Context: an optimization exercise on an open-source flow, tuned for small area. The choices shown serve that exercise and are no tape-out recipe.
Function was checked by simulation only, so behaviour that the tests miss may differ from the original.
The flow treats the clock pin as an ideal source, which a real chip does not have.
No activity file was given, so power comes from the tool's default toggle rates.

Setup of run 1:
Design ppu, start of the top module:
module ppu(
	input wire clk,
	input wire rst,
	input wire sync,
	input wire [2:0] mode,
	input wire [7:0] data_i,
	input wire stb_i,
	output reg ack_i,
	output reg [7:0] data_o,
	output reg stb_o,
	input wire ack_o
);
function [11:0] radd;
	input [11:0] a;
	input [11:0] b;
	input        c;
	integer i;
	reg cy;
	begin
		cy = c;
		for (i = 0; i < 12; i = i + 1) begin
			radd[i] = a[i] ^ b[i] ^ cy;
			cy = (a[i] & b[i]) | (cy & (a[i] ^ b[i]));
		end
	end
endfunction
function [7:0] res79;
	input [11:0] x;
	reg [11:0] s, p, q;
	begin
		s = radd({6'b0, x[5:0]}, {6'b0, x[11:6]}, 1'b0);
		p = radd({9'b0, s[2:0]}, {9'b0, s[5:3]}, s[6]);
		q = radd({9'b0, s[2:0]}, {9'b0, ~s[5:3]}, s[6]);
		res79 = {q[3:0], p[3:0]};
	end
endfunction
function odd11;
	input [10:0] x;
	reg [11:0] e;
	reg k;
	begin
		e = radd({7'b0, x[4:0]}, {7'b0, ~x[9:5]}, x[10]);
		k = (e[5:0] >= 6'd9 && e[5:0] <= 6'd19) || (e[5:0] >= 6'd31 && e[5:0] <= 6'd41) || (e[5:0] >= 6'd53);
		odd11 = e[0] ^ k;
	end
endfunction
reg [19:0] ring_line;
reg [9:0] sx;
reg [9:0] sy;
reg frame_alternate;
reg frame_rise;       
reg frame_counter;
reg [9:0] pattern_counter;
wire sx_end = sx[9] & sx[8] & (&sx[4:0]);    
wire sy_end = sy[9] & sy[3] & sy[2];         
always @(posedge clk or negedge rst) begin
	if (!rst) begin
		sx <= 0;
		sy <= 0;
		frame_alternate <= 0;
		frame_rise <= 0;
	end else begin
		frame_rise <= !sync & sx_end & sy_end & !frame_alternate;
		if (sync) begin
			sx <= 0;
			sy <= 0;
			frame_alternate <= 0;
  ...
Size: about 730 cells after synthesis, about 26 I/O pins, about 5800 µm² of cells after synthesis.
export LEC_CHECK = 0
export ABC_AREA = 1
export CAP_MARGIN = 20
export CORE_MARGIN = 2
export CORE_UTILIZATION = 40
export SLEW_MARGIN = 20
create_clock -name core_clock -period 40.0 [get_ports {clk}]
standard.sh (not shown) runs the stock make flow with config.mk's settings and CLKGATE_MAP_FILE= SYNTH_SCRIPT=/design/flow/synth_recipe.tcl, a recipe that flattens the netlist after the stock synthesis.
==> flow/flow/run.sh <==
#!/bin/bash
# Standard ORFS layout with three changes:
#  - after the standard synthesis, the combinational logic is mapped again with
#    a stronger ABC area script (flow/reopt.sh); flip-flops and full adders are
#    kept as they are, and the result is proven equivalent with yosys (equiv_*)
#    before it replaces the standard netlist;
#  - port buffers use the smallest buffer cell (buf_1);
#  - clock tree synthesis uses clkbuf_8 and adds no dummy loads.
set -euo pipefail
export BUFFER_PORTS_ARGS="-buffer_cell sky130_fd_sc_hd__buf_1"
export CTS_ARGS="-clk_nets clk -repair_clock_nets -dont_use_dummy_load -buf_list sky130_fd_sc_hd__clkbuf_2"
export PRE_CTS_TCL="$PWD/flow/clock_buffer.tcl"
R=orfs/results/${FLOW_PLATFORM}/ppu/base
bash standard.sh synth > standard_synth.log 2>&1
cp $R/1_2_yosys.v standard_1_2_yosys.v
if bash flow/reopt.sh standard_1_2_yosys.v reopt_1_2_yosys.v reopt; then
  cp reopt_1_2_yosys.v $R/1_2_yosys.v
  echo "reopt: using re-mapped netlist" > reopt_status.log
else
  echo "reopt: failed, keeping the standard netlist" > reopt_status.log
fi
bash standard.sh > standard.log 2>&1
==> flow/flow/clock_buffer.tcl <==
# Before clock tree synthesis: split the clock sinks into four groups (halves
# by x, then each half by y) and drive each group from its own clock buffer
# placed at the group's centre; the clock port then feeds only those buffers.
set block [ord::get_db_block]
set db [ord::get_db]
set master [$db findMaster sky130_fd_sc_hd__clkbuf_8]
set clknet [$block findNet clk]
set sinks {}
foreach it [$clknet getITerms] {
  set loc [[$it getInst] getLocation]
  lappend sinks [list [lindex $loc 0] [lindex $loc 1] $it]
}
set sinks [lsort -integer -index 0 $sinks]
set n [llength $sinks]
set halves [list [lrange $sinks 0 [expr {$n / 2 - 1}]] [lrange $sinks [expr {$n / 2}] end]]
set groups {}
foreach h $halves {
  set h [lsort -integer -index 1 $h]
  set m [llength $h]
  lappend groups [lrange $h 0 [expr {$m / 2 - 1}]] [lrange $h [expr {$m / 2}] end]
}
set g 0
foreach grp $groups {
  set net [odb::dbNet_create $block clknet_g$g]
  $net setSigType CLOCK
  set buf [odb::dbInst_create $block $master clkbuf_g$g]
  set sx 0; set sy 0; set k 0
  foreach s $grp {
    set sx [expr {$sx + [lindex $s 0]}]
    set sy [expr {$sy + [lindex $s 1]}]
    incr k
    set it [lindex $s 2]
    $it disconnect
    $it connect $net
  }
  [$buf findITerm A] connect $clknet
  [$buf findITerm X] connect $net
  $buf setLocation [expr {$sx / $k}] [expr {$sy / $k}]
  $buf setPlacementStatus PLACED
  puts "clock_buffer.tcl: clkbuf_g$g drives $k clock sinks"
  incr g
}
==> flow/flow/reopt.abc <==
strash
dch -f
map -a
mfs2
strash
dch -f
map -a
mfs2
strash
dch -f
map -a
mfs2
strash
dch -f
map -a
mfs2
strash
dch -f
map -a
topo
Other scripts of this flow, unchanged in this note and not shown: flow/flow/dont_use.txt, flow/flow/reopt.sh
Setup changes, run 1 to run 2
==> flow/flow/clock_buffer.tcl <==
# Before clock tree synthesis: split the clock sinks into NBUF groups by
# position and drive each group from its own clkbuf_16 placed at the group's
# centre; the clock port then feeds only those NBUF buffers.
set nbuf 3
set block [ord::get_db_block]
set db [ord::get_db]
set master [$db findMaster sky130_fd_sc_hd__clkbuf_16]
set clknet [$block findNet clk]
set sinks {}
foreach it [$clknet getITerms] {
  set loc [[$it getInst] getLocation]
  lappend sinks [list [lindex $loc 0] [lindex $loc 1] $it]
}
set sinks [lsort -integer -index 0 $sinks]
set n [llength $sinks]
for {set g 0} {$g < $nbuf} {incr g} {
  set lo [expr {$g * $n / $nbuf}]
  set hi [expr {($g + 1) * $n / $nbuf - 1}]
  set net [odb::dbNet_create $block clknet_g$g]
  $net setSigType CLOCK
  set buf [odb::dbInst_create $block $master clkbuf_g$g]
  set sx 0; set sy 0; set k 0
  foreach s [lrange $sinks $lo $hi] {
    set sx [expr {$sx + [lindex $s 0]}]
    set sy [expr {$sy + [lindex $s 1]}]
    incr k
    set it [lindex $s 2]
    $it disconnect
    $it connect $net
  }
  [$buf findITerm A] connect $clknet
  [$buf findITerm X] connect $net
  $buf setLocation [expr {$sx / $k}] [expr {$sy / $k}]
  $buf setPlacementStatus PLACED
  puts "clock_buffer.tcl: clkbuf_g$g drives $k clock sinks"
}
Notes after the runs:
Run 2 has switching power of the nets above what run 1 had. Run 1 → run 2: share of the cycle needed by the critical path after routing held; cell leakage power grew by about 0.35%.
The following lists how run 3 was set up differently from run 2:
--- a/flow/flow/run.sh
+++ b/flow/flow/run.sh
@@ -1,4 +1,4 @@
 #!/bin/bash
-# Standard ORFS layout with three changes:
+# Standard ORFS layout (standard.sh) with these changes:
 #  - after the standard synthesis, the combinational logic is mapped again with
 #    a stronger ABC area script (flow/reopt.sh); flip-flops and full adders are
@@ -6,5 +6,8 @@
 #    before it replaces the standard netlist;
 #  - port buffers use the smallest buffer cell (buf_1);
-#  - clock tree synthesis uses clkbuf_8 and adds no dummy loads.
+#  - before clock tree synthesis, flow/clock_buffer.tcl drives the flip-flops
+#    from four clkbuf_8 (one per quadrant of the sinks); CTS then only buffers
+#    the clock port's net to those four buffers, with no dummy loads.
+# Each tool's output goes to its own log file in this folder.
 set -euo pipefail
 export BUFFER_PORTS_ARGS="-buffer_cell sky130_fd_sc_hd__buf_1"
==> flow/flow/clock_buffer.tcl <==
# Before clock tree synthesis: split the clock sinks into four groups (halves
# by x, then each half by y) and drive each group from its own clock buffer
# placed at the group's centre; the clock port then feeds only those buffers.
set block [ord::get_db_block]
set db [ord::get_db]
set master [$db findMaster sky130_fd_sc_hd__clkbuf_8]
set clknet [$block findNet clk]
set sinks {}
foreach it [$clknet getITerms] {
  set loc [[$it getInst] getLocation]
  lappend sinks [list [lindex $loc 0] [lindex $loc 1] $it]
}
set sinks [lsort -integer -index 0 $sinks]
set n [llength $sinks]
set halves [list [lrange $sinks 0 [expr {$n / 2 - 1}]] [lrange $sinks [expr {$n / 2}] end]]
set groups {}
foreach h $halves {
  set h [lsort -integer -index 1 $h]
  set m [llength $h]
  lappend groups [lrange $h 0 [expr {$m / 2 - 1}]] [lrange $h [expr {$m / 2}] end]
}
set g 0
foreach grp $groups {
  set net [odb::dbNet_create $block clknet_g$g]
  $net setSigType CLOCK
  set buf [odb::dbInst_create $block $master clkbuf_g$g]
  set sx 0; set sy 0; set k 0
  foreach s $grp {
    set sx [expr {$sx + [lindex $s 0]}]
    set sy [expr {$sy + [lindex $s 1]}]
    incr k
    set it [lindex $s 2]
    $it disconnect
    $it connect $net
  }
  [$buf findITerm A] connect $clknet
  [$buf findITerm X] connect $net
  $buf setLocation [expr {$sx / $k}] [expr {$sy / $k}]
  $buf setPlacementStatus PLACED
  puts "clock_buffer.tcl: clkbuf_g$g drives $k clock sinks"
  incr g
}
Findings:
Area overhead of the layout relative to synthesis came out lower on run 3 than on run 2.
Power, run 3 vs run 2: down slightly
Shortest clock period the worst path allows after layout delta for run 3 relative to run 2: 0.044 ns lower
Cell area of run 3 is on par with run 2.
Going from run 2 to run 3, wire length of the first global-routing pass shrank slightly.
> inputs changed (run 3 -> run 4)
--- a/flow/flow/run.sh
+++ b/flow/flow/run.sh
@@ -2,11 +2,12 @@
 # Standard ORFS layout (standard.sh) with these changes:
 #  - after the standard synthesis, the combinational logic is mapped again with
-#    a stronger ABC area script (flow/reopt.sh); flip-flops and full adders are
+#    a stronger ABC area script (flow/reopt.sh, flow/reopt.abc, which
+#    includes a 60-second &deepsyn run); flip-flops and full adders are
 #    kept as they are, and the result is proven equivalent with yosys (equiv_*)
 #    before it replaces the standard netlist;
 #  - port buffers use the smallest buffer cell (buf_1);
 #  - before clock tree synthesis, flow/clock_buffer.tcl drives the flip-flops
-#    from four clkbuf_8 (one per quadrant of the sinks); CTS then only buffers
-#    the clock port's net to those four buffers, with no dummy loads.
+#    from six clkbuf_8 (2 x 3 groups of the sinks by position); CTS then only
+#    buffers the clock port's net to those six buffers, with no dummy loads.
 # Each tool's output goes to its own log file in this folder.
 set -euo pipefail
--- a/flow/flow/clock_buffer.tcl
+++ b/flow/flow/clock_buffer.tcl
@@ -1,5 +1,7 @@
-# Before clock tree synthesis: split the clock sinks into four groups (halves
-# by x, then each half by y) and drive each group from its own clock buffer
-# placed at the group's centre; the clock port then feeds only those buffers.
+# Before clock tree synthesis: split the clock sinks into NX x NY groups by
+# position (columns by x, then rows by y within each column) and drive each
+# group from its own clkbuf_8 placed at the group's centre.
+set nx 2
+set ny 3
 set block [ord::get_db_block]
 set db [ord::get_db]
@@ -13,10 +15,12 @@
 set sinks [lsort -integer -index 0 $sinks]
 set n [llength $sinks]
-set halves [list [lrange $sinks 0 [expr {$n / 2 - 1}]] [lrange $sinks [expr {$n / 2}] end]]
 set groups {}
-foreach h $halves {
-  set h [lsort -integer -index 1 $h]
-  set m [llength $h]
-  lappend groups [lrange $h 0 [expr {$m / 2 - 1}]] [lrange $h [expr {$m / 2}] end]
+for {set i 0} {$i < $nx} {incr i} {
+  set col [lrange $sinks [expr {$i * $n / $nx}] [expr {($i + 1) * $n / $nx - 1}]]
+  set col [lsort -integer -index 1 $col]
+  set m [llength $col]
+  for {set j 0} {$j < $ny} {incr j} {
+    lappend groups [lrange $col [expr {$j * $m / $ny}] [expr {($j + 1) * $m / $ny - 1}]]
+  }
 }
 set g 0
--- a/flow/flow/reopt.abc
+++ b/flow/flow/reopt.abc
@@ -4,8 +4,7 @@
 mfs2
 strash
-dch -f
-map -a
-mfs2
-strash
+&get -n
+&deepsyn -T 60
+&put
 dch -f
 map -a
## What came out
[compare] base=run 3 new=run 4: final weighted congestion in routability-driven placement lower; synthesized cell count lower; logic depth of the worst path, buffers included lower; power per cell area lower; global-route usage over all layers higher. Relative to run 3, the worst setup slack of run 4 is lower by 0.28 ns. Note that the depth of the most critical reg-to-reg path recorded for run 4 amounts to 0.900 times the value seen in run 3. Delta (run 4 minus run 3): HPWL after detailed placement decreased 3.5%, final cell area excluding filler cells decreased 0.81%. Run 3 -> run 4: wire length decreased by a few percent. Run 4 vs run 3: part of the power in combinational logic down in run 4.

-- separate check: timing with driven ports --
How much do the figures lean on ideal ports? The routed layouts below were timed once more, with nothing changed but the port constraints.
Step 1: set_driving_cell puts a clkbuf_16 on clk and a buf_2 on each other input, an assumption about the parent block.
Step 2, shift: input delay + t, output delay - t, t = (earliest + latest rising clock arrival at the registers) / 2. This alone moves slack from input paths to output paths.
a / b / c = no drivers / after step 1 / after step 2; a / b = the first two.
| run | shift t [ns] | setup slack, ns | hold WS [ns] | latest minus earliest clock arrival (ns) |
|---|---|---|---|---|
| run 1 | 0.484 | 21.989 / 21.997 / 21.513 | 0.468 / 0.468 / 0.468 | 0.044 / 0.044 |
| run 2 | 0.484 | 21.945 / 21.952 / 21.468 | 0.492 / 0.492 / 0.492 | 0.050 / 0.050 |
| run 3 | 0.484 | 21.989 / 21.997 / 21.513 | 0.468 / 0.468 / 0.468 | 0.044 / 0.044 |
| run 4 | 0.566 | 21.705 / 21.710 / 21.144 | 0.496 / 0.496 / 0.496 | 0.030 / 0.030 |
After both steps setup and hold are still met in every run listed. For run 4, which loses most, drivers alone change the setup slack by +0.005 ns; drivers and shift together by -0.561 ns.
